Source: an optimization exercise on an open RTL-to-GDS flow (aim: small area). Production flows keep margins and buffers that such runs may drop. Where RTL was checked, it was by simulation tests only, not by an equivalence proof against the original.

## fft_top
module fft_top(
    input          sys_clk,
    input          sys_rst_n,
    input          Rx_0,
    output         Tx_0,
    output         Clk_0,
    output         CS,
    output [31:0]  ad_data0,
    output [31:0]  ad_data1,
    output [31:0]  ad_data2,
    output         en_Ain0,
    output         en_Ain1,
    input  [31:0]  P_target,
    output [31:0]  i_current,
    input  [31:0]  P_measure
);
wire [1:0]  tag;
wire [23:0] sr;
ads1258 u_ads1258 (
    .sysclk(sys_clk), .locked(sys_rst_n), .Rx_0(Rx_0),
    .Tx_0(Tx_0), .Clk_0(Clk_0), .CS(CS),
    .en_Ain0(en_Ain0), .tag(tag), .sr(sr)
);
assign en_Ain1 = en_Ain0;
reg [23:0] d0, d1, d2;
always @(posedge sys_clk) begin
    if (!sys_rst_n) begin
        d0 <= 24'd7; d1 <= 24'd7; d2 <= 24'd0;
    end else if (en_Ain0) begin
        if (tag == 2'd0) d0 <= sr;
        if (tag == 2'd1) d1 <= sr;
        if (tag == 2'd2) d2 <= sr;
    end
end
assign ad_data0 = {8'd0, d0};
assign ad_data1 = {8'd0, d1};
assign ad_data2 = {8'd0, d2};
PID_UV_LED PID_UV_LED (
    .clk(sys_clk), .rst_n(sys_rst_n),
    .P_measure(P_measure), .P_target(P_target), .i_current(i_current)
);
endmodule
Size: ~1400 cells after synthesis, roughly 200 I/O pins, about 0.015 mm^2 of cells after synthesis.
==> flow/config.mk <==
export PLATFORM = sky130hd
export DESIGN_NAME = fft_top
export DESIGN_NICKNAME = fft_top
export VERILOG_FILES = /design/flow/design.v
export SDC_FILE = /design/flow/constraint.sdc
export NUM_CORES = 4
export LEC_CHECK = 0
export CAP_MARGIN = 20
export CORE_MARGIN = 2
export CORE_UTILIZATION = 90
export CTS_BUF_LIST = sky130_fd_sc_hd__clkbuf_8
export CTS_CLUSTER_DIAMETER = 60
export CTS_CLUSTER_SIZE = 16
export SLEW_MARGIN = 20
==> flow/constraint.sdc <==
create_clock -name core_clock -period 10.0 [get_ports {sys_clk}]
set_input_delay 2.0000 -clock core_clock [delete_from_list [all_inputs] [get_ports {sys_clk}]]
set_output_delay 2.0000 -clock core_clock [all_outputs]
set_load 0.01 [all_outputs]
standard.sh (not shown) runs the stock make flow with config.mk's settings and CLKGATE_MAP_FILE= SYNTH_SCRIPT=/design/flow/synth_recipe.tcl, a recipe that flattens the netlist after the stock synthesis.
==> flow/flow/run.sh <==
#!/bin/bash
# Own layout flow: the standard flow, with two changes.
#  1. Port buffers are the smallest buffer cell (buffer_ports -buffer_cell).
#  2. After the standard synthesis, flow/faflip.py re-chooses the polarity
#     of the full-adder cells to drop inverters (registers untouched).
# Each tool's output goes to a log file of its own in this folder.
set -euo pipefail
export BUFFER_PORTS_ARGS="-buffer_cell sky130_fd_sc_hd__buf_1"
R=orfs/results/${FLOW_PLATFORM}/fft_top/base
bash standard.sh synth > synth.log 2>&1
cp $R/1_2_yosys.v 1_2_yosys.standard.v
python3 flow/faflip.py 1_2_yosys.standard.v $R/1_2_yosys.v > faflip.log 2>&1
bash standard.sh > layout.log 2>&1
Other scripts of this flow, unchanged in this note and not shown: flow/flow/faflip.py
The starting point ended with an error in clock tree synthesis on DPL-0033.
Edit:
- ABC_AREA: unset -> 1
- CORE_UTILIZATION: 90 -> 75
=> The changed run produced a clean layout. Synthesized cell count came out higher by a few percent. Area after synthesis rises slightly.
Edit:
- ABC_AREA: 1 -> unset
- CORE_UTILIZATION: 75 -> 80
First-iteration DRC count is higher by 24%; routed wire length is higher by 11%; sequential share of layout area is higher by 0.45 points; area after synthesis is lower by 0.76%.
No functional check of the RTL was part of any run of this note.


fft_top, a different RTL version from the one above (not shown whole).
Size: roughly 1,200 cells after synthesis, roughly 200 I/O pins, about 15,000 sq um of cells after synthesis.
export LEC_CHECK = 0
export CAP_MARGIN = 20
export CORE_MARGIN = 2
export CORE_UTILIZATION = 80
export CTS_BUF_LIST = sky130_fd_sc_hd__clkbuf_16
export CTS_CLUSTER_DIAMETER = 60
export CTS_CLUSTER_SIZE = 24
export SLEW_MARGIN = 20
create_clock -name core_clock -period 10.0 [get_ports {sys_clk}]
==> flow/flow/run.sh <==
#!/bin/bash
# Own layout flow: the standard flow, with these changes.
#  1. Port buffers are the smallest buffer cell (buffer_ports -buffer_cell).
#  2. The synthesis's single tie-low cell is kept for all constant outputs
#     (no per-load tie cells).
#  3. After the standard synthesis, flow/faflip.py re-chooses the polarity
#     of the full-adder cells to drop inverters (registers untouched).
# Each tool's output goes to a log file of its own in this folder.
set -euo pipefail
export BUFFER_PORTS_ARGS="-buffer_cell sky130_fd_sc_hd__buf_1"
export SKIP_REPAIR_TIE_FANOUT=1
R=orfs/results/${FLOW_PLATFORM}/fft_top/base
bash standard.sh synth > synth.log 2>&1
cp $R/1_2_yosys.v 1_2_yosys.standard.v
python3 flow/faflip.py 1_2_yosys.standard.v $R/1_2_yosys.v > faflip.log 2>&1
bash standard.sh > layout.log 2>&1
Other scripts of this flow, unchanged in this note and not shown: flow/flow/faflip.py
The first run completed with no timing, DRC or antenna violations.
==> next run, changes <==
--- a/flow/flow/run.sh
+++ b/flow/flow/run.sh
@@ -2 +2 @@
-# Own layout flow: the standard flow, with these changes.
+# Own layout flow: the standard flow, with two changes.
@@ -4,3 +4 @@
-#  2. The synthesis's single tie-low cell is kept for all constant outputs
-#     (no per-load tie cells).
-#  3. After the standard synthesis, flow/faflip.py re-chooses the polarity
+#  2. After the standard synthesis, flow/faflip.py re-chooses the polarity
@@ -11 +8,0 @@
-export SKIP_REPAIR_TIE_FANOUT=1
--- a/flow/config.mk
+++ b/flow/config.mk
@@ -11 +11 @@
-export CTS_BUF_LIST = sky130_fd_sc_hd__clkbuf_16
+export CTS_BUF_LIST = sky130_fd_sc_hd__clkbuf_8
@@ -13 +13 @@
-export CTS_CLUSTER_SIZE = 24
+export CTS_CLUSTER_SIZE = 16
Result: The changed run completed with no timing, DRC or antenna violations. Wire length goes up by a little under a tenth. Clock-buffer cell count goes up by 3. Die area is unchanged. Core utilization goes down by 0.41 points. Design area goes down slightly. Synthesized area stays the same. Final cell count goes up by a few percent. Non-clock buffer count goes down by 2. Worst setup slack loses 0.12 ns.
==> next run, changes <==
--- a/flow/flow/run.sh
+++ b/flow/flow/run.sh
@@ -2 +2 @@
-# Own layout flow: the standard flow, with two changes.
+# Own layout flow: the standard flow, with these changes.
@@ -4 +4,3 @@
-#  2. After the standard synthesis, flow/faflip.py re-chooses the polarity
+#  2. The synthesis's single tie-low cell is kept for all constant outputs
+#     (no per-load tie cells).
+#  3. After the standard synthesis, flow/faflip.py re-chooses the polarity
@@ -8,0 +11 @@
+export SKIP_REPAIR_TIE_FANOUT=1
--- a/flow/config.mk
+++ b/flow/config.mk
@@ -11,3 +11,3 @@
-export CTS_BUF_LIST = sky130_fd_sc_hd__clkbuf_8
-export CTS_CLUSTER_DIAMETER = 60
-export CTS_CLUSTER_SIZE = 16
+export CTS_BUF_LIST = sky130_fd_sc_hd__clkbuf_4
+export CTS_CLUSTER_DIAMETER = 45
+export CTS_CLUSTER_SIZE = 10
Final area stays flat.
Worst setup slack gains 0.017 ns.
First-iteration DRC count fell by 8.2%.
Wire length decreases by 8.7%.
Via count goes down by 2.4%.
==> next run, changes <==
--- a/flow/flow/run.sh
+++ b/flow/flow/run.sh
@@ -2 +2 @@
-# Own layout flow: the standard flow, with these changes.
+# Own layout flow: the standard flow, with two changes.
@@ -4,3 +4 @@
-#  2. The synthesis's single tie-low cell is kept for all constant outputs
-#     (no per-load tie cells).
-#  3. After the standard synthesis, flow/faflip.py re-chooses the polarity
+#  2. After the standard synthesis, flow/faflip.py re-chooses the polarity
@@ -11 +8,0 @@
-export SKIP_REPAIR_TIE_FANOUT=1
--- a/flow/config.mk
+++ b/flow/config.mk
@@ -11 +11 @@
-export CTS_BUF_LIST = sky130_fd_sc_hd__clkbuf_4
+export CTS_BUF_LIST = sky130_fd_sc_hd__clkbuf_8
@@ -13 +13 @@
-export CTS_CLUSTER_SIZE = 10
+export CTS_CLUSTER_SIZE = 22
Design area climbs by 2.0%. Cell count climbs by 1.7%. Synthesized area is unchanged. Worst setup slack got worse by 0.041 ns. Sequential share of layout area drops by 0.81 points. Count of clock-buffer cells in the layout drops by 19. Register-to-register slack got worse by 0.04 ns.
==> next run, changes <==
--- a/flow/flow/run.sh
+++ b/flow/flow/run.sh
@@ -2 +2 @@
-# Own layout flow: the standard flow, with two changes.
+# Own layout flow: the standard flow, with these changes.
@@ -4 +4,3 @@
-#  2. After the standard synthesis, flow/faflip.py re-chooses the polarity
+#  2. The synthesis's single tie-low cell is kept for all constant outputs
+#     (no per-load tie cells).
+#  3. After the standard synthesis, flow/faflip.py re-chooses the polarity
@@ -8,0 +11 @@
+export SKIP_REPAIR_TIE_FANOUT=1
--- a/flow/config.mk
+++ b/flow/config.mk
@@ -12,2 +12,2 @@
-export CTS_CLUSTER_DIAMETER = 45
-export CTS_CLUSTER_SIZE = 22
+export CTS_CLUSTER_DIAMETER = 60
+export CTS_CLUSTER_SIZE = 16
What happened: Setup slack improves by 0.064 ns. Sequential share of layout area climbs by 1.0 points.


== v38 ==
Another version of the RTL of fft_top (not shown whole).
For scale: about 1400 cells after synthesis, about 200 I/O pins, about 15000 sq um of cells after synthesis.
==> flow/config.mk <==
export PLATFORM = sky130hd
export DESIGN_NAME = fft_top
export DESIGN_NICKNAME = fft_top
export VERILOG_FILES = /design/flow/design.v
export SDC_FILE = /design/flow/constraint.sdc
export NUM_CORES = 4
export LEC_CHECK = 0
export CAP_MARGIN = 20
export CORE_MARGIN = 2
export CORE_UTILIZATION = 65
export CTS_BUF_LIST = sky130_fd_sc_hd__clkbuf_8
export CTS_CLUSTER_DIAMETER = 60
export CTS_CLUSTER_SIZE = 16
export SLEW_MARGIN = 20
==> flow/constraint.sdc <==
create_clock -name core_clock -period 10.0 [get_ports {sys_clk}]
set_input_delay 2.0000 -clock core_clock [delete_from_list [all_inputs] [get_ports {sys_clk}]]
set_output_delay 2.0000 -clock core_clock [all_outputs]
set_load 0.01 [all_outputs]
==> flow/flow/run.sh <==
#!/bin/bash
# Own layout flow: the standard flow, with two changes.
#  1. Port buffers are the smallest buffer cell (buffer_ports -buffer_cell).
#  2. After the standard synthesis, flow/faflip.py re-chooses the polarity
#     of the full-adder cells to drop inverters (registers untouched).
# Each tool's output goes to a log file of its own in this folder.
set -euo pipefail
export BUFFER_PORTS_ARGS="-buffer_cell sky130_fd_sc_hd__buf_1"
R=orfs/results/${FLOW_PLATFORM}/fft_top/base
bash standard.sh synth > synth.log 2>&1
cp $R/1_2_yosys.v 1_2_yosys.standard.v
python3 flow/faflip.py 1_2_yosys.standard.v $R/1_2_yosys.v > faflip.log 2>&1
bash standard.sh > layout.log 2>&1
Other scripts of this flow, unchanged in this note and not shown: flow/flow/faflip.py
--- input diff v38..v35 ---
Settings: a change of CORE_UTILIZATION from 65 to 40; a change of CTS_CLUSTER_SIZE from 16 to 12.
==> results.txt <==
Worst-margin pin slew in v35 is 0.015 ns below v38. Reported for v35 and v38, setup violation total in the final timing report turned out identical to the last digit. Compared to v38, v35 has die area 61% higher. On via count, v35 and v38 are basically level. v35 against v38: clock edge transition at the registers on the reported setup and hold paths went down 0.03 ns, number of global-route vias before repair went up, detailed-route wire length per cell shows a reduction of 5.3%.
Changes in v34 relative to v35:
Settings: changing CORE_UTILIZATION from 40 to 65; changing CTS_CLUSTER_SIZE from 12 to 20; changing CTS_CLUSTER_DIAMETER from 60 to 50; setting ABC_AREA to 1 for the first time.
[summary]
- Delta (v34 minus v35): number of clock buffers in the layout went down by 5.
#### Input delta (v8 over v34)
Settings: CTS_CLUSTER_DIAMETER changed from 50 to 60; CORE_UTILIZATION changed from 65 to 80; CTS_CLUSTER_SIZE changed from 20 to 16.
## What came out
v8 vs. v34: placed cell area has decreased, via count has increased.
The higher share of cells above drive strength 1 came out of v34.
Looking at worst setup slack, v8 sits 0.12 ns lower than v34 does.

## port drivers added, routing unchanged
No port has a modelled driver above. Below, the same layouts with a new extraction and two added sets of constraints.
Step 1 (the two cells are an assumption about what drives the block):
set clk [get_ports {sys_clk}]
set_driving_cell -lib_cell sky130_fd_sc_hd__clkbuf_16 $clk
set_driving_cell -lib_cell sky130_fd_sc_hd__buf_2 [delete_from_list [all_inputs] $clk]
Step 2 times the ports against the registers' clock, not the clock port: input delays grow and output delays shrink by t, the midpoint of the rising clock arrivals with the driver on.
a / b / c = ideal / step 1 / step 2; a / b = the first two.
run	shift t [ns]	setup slack, ns	latest minus earliest clock arrival (ns)	worst slew at a driven data input, ns	cell pins on the clock port's net
the second run of note 1	0.599	0.329 / 0.329 / 0.329	0.028 / 0.027	0.07	1
the third run of note 1	0.595	0.305 / 0.305 / 0.305	0.015 / 0.015	0.06	1
the first run of note 2	0.550	0.388 / 0.388 / 0.388	0.027 / 0.026	0.04	1
the second run of note 2	0.597	0.265 / 0.265 / 0.265	0.033 / 0.033	0.05	1
the third run of note 2	0.677	0.281 / 0.281 / 0.281	0.051 / 0.051	0.04	1
the fourth run of note 2	0.641	0.240 / 0.240 / 0.240	0.049 / 0.049	0.05	1
the fifth run of note 2	0.589	0.305 / 0.305 / 0.305	0.023 / 0.023	0.04	1
v38	0.589	0.435 / 0.435 / 0.435	0.024 / 0.024	0.08	1
v35	0.653	0.404 / 0.404 / 0.404	0.025 / 0.025	0.03	1
v34	0.603	0.463 / 0.463 / 0.463	0.033 / 0.033	0.04	1
v8	0.597	0.338 / 0.338 / 0.338	0.037 / 0.038	0.05	1
After both steps every run listed still meets setup and hold.
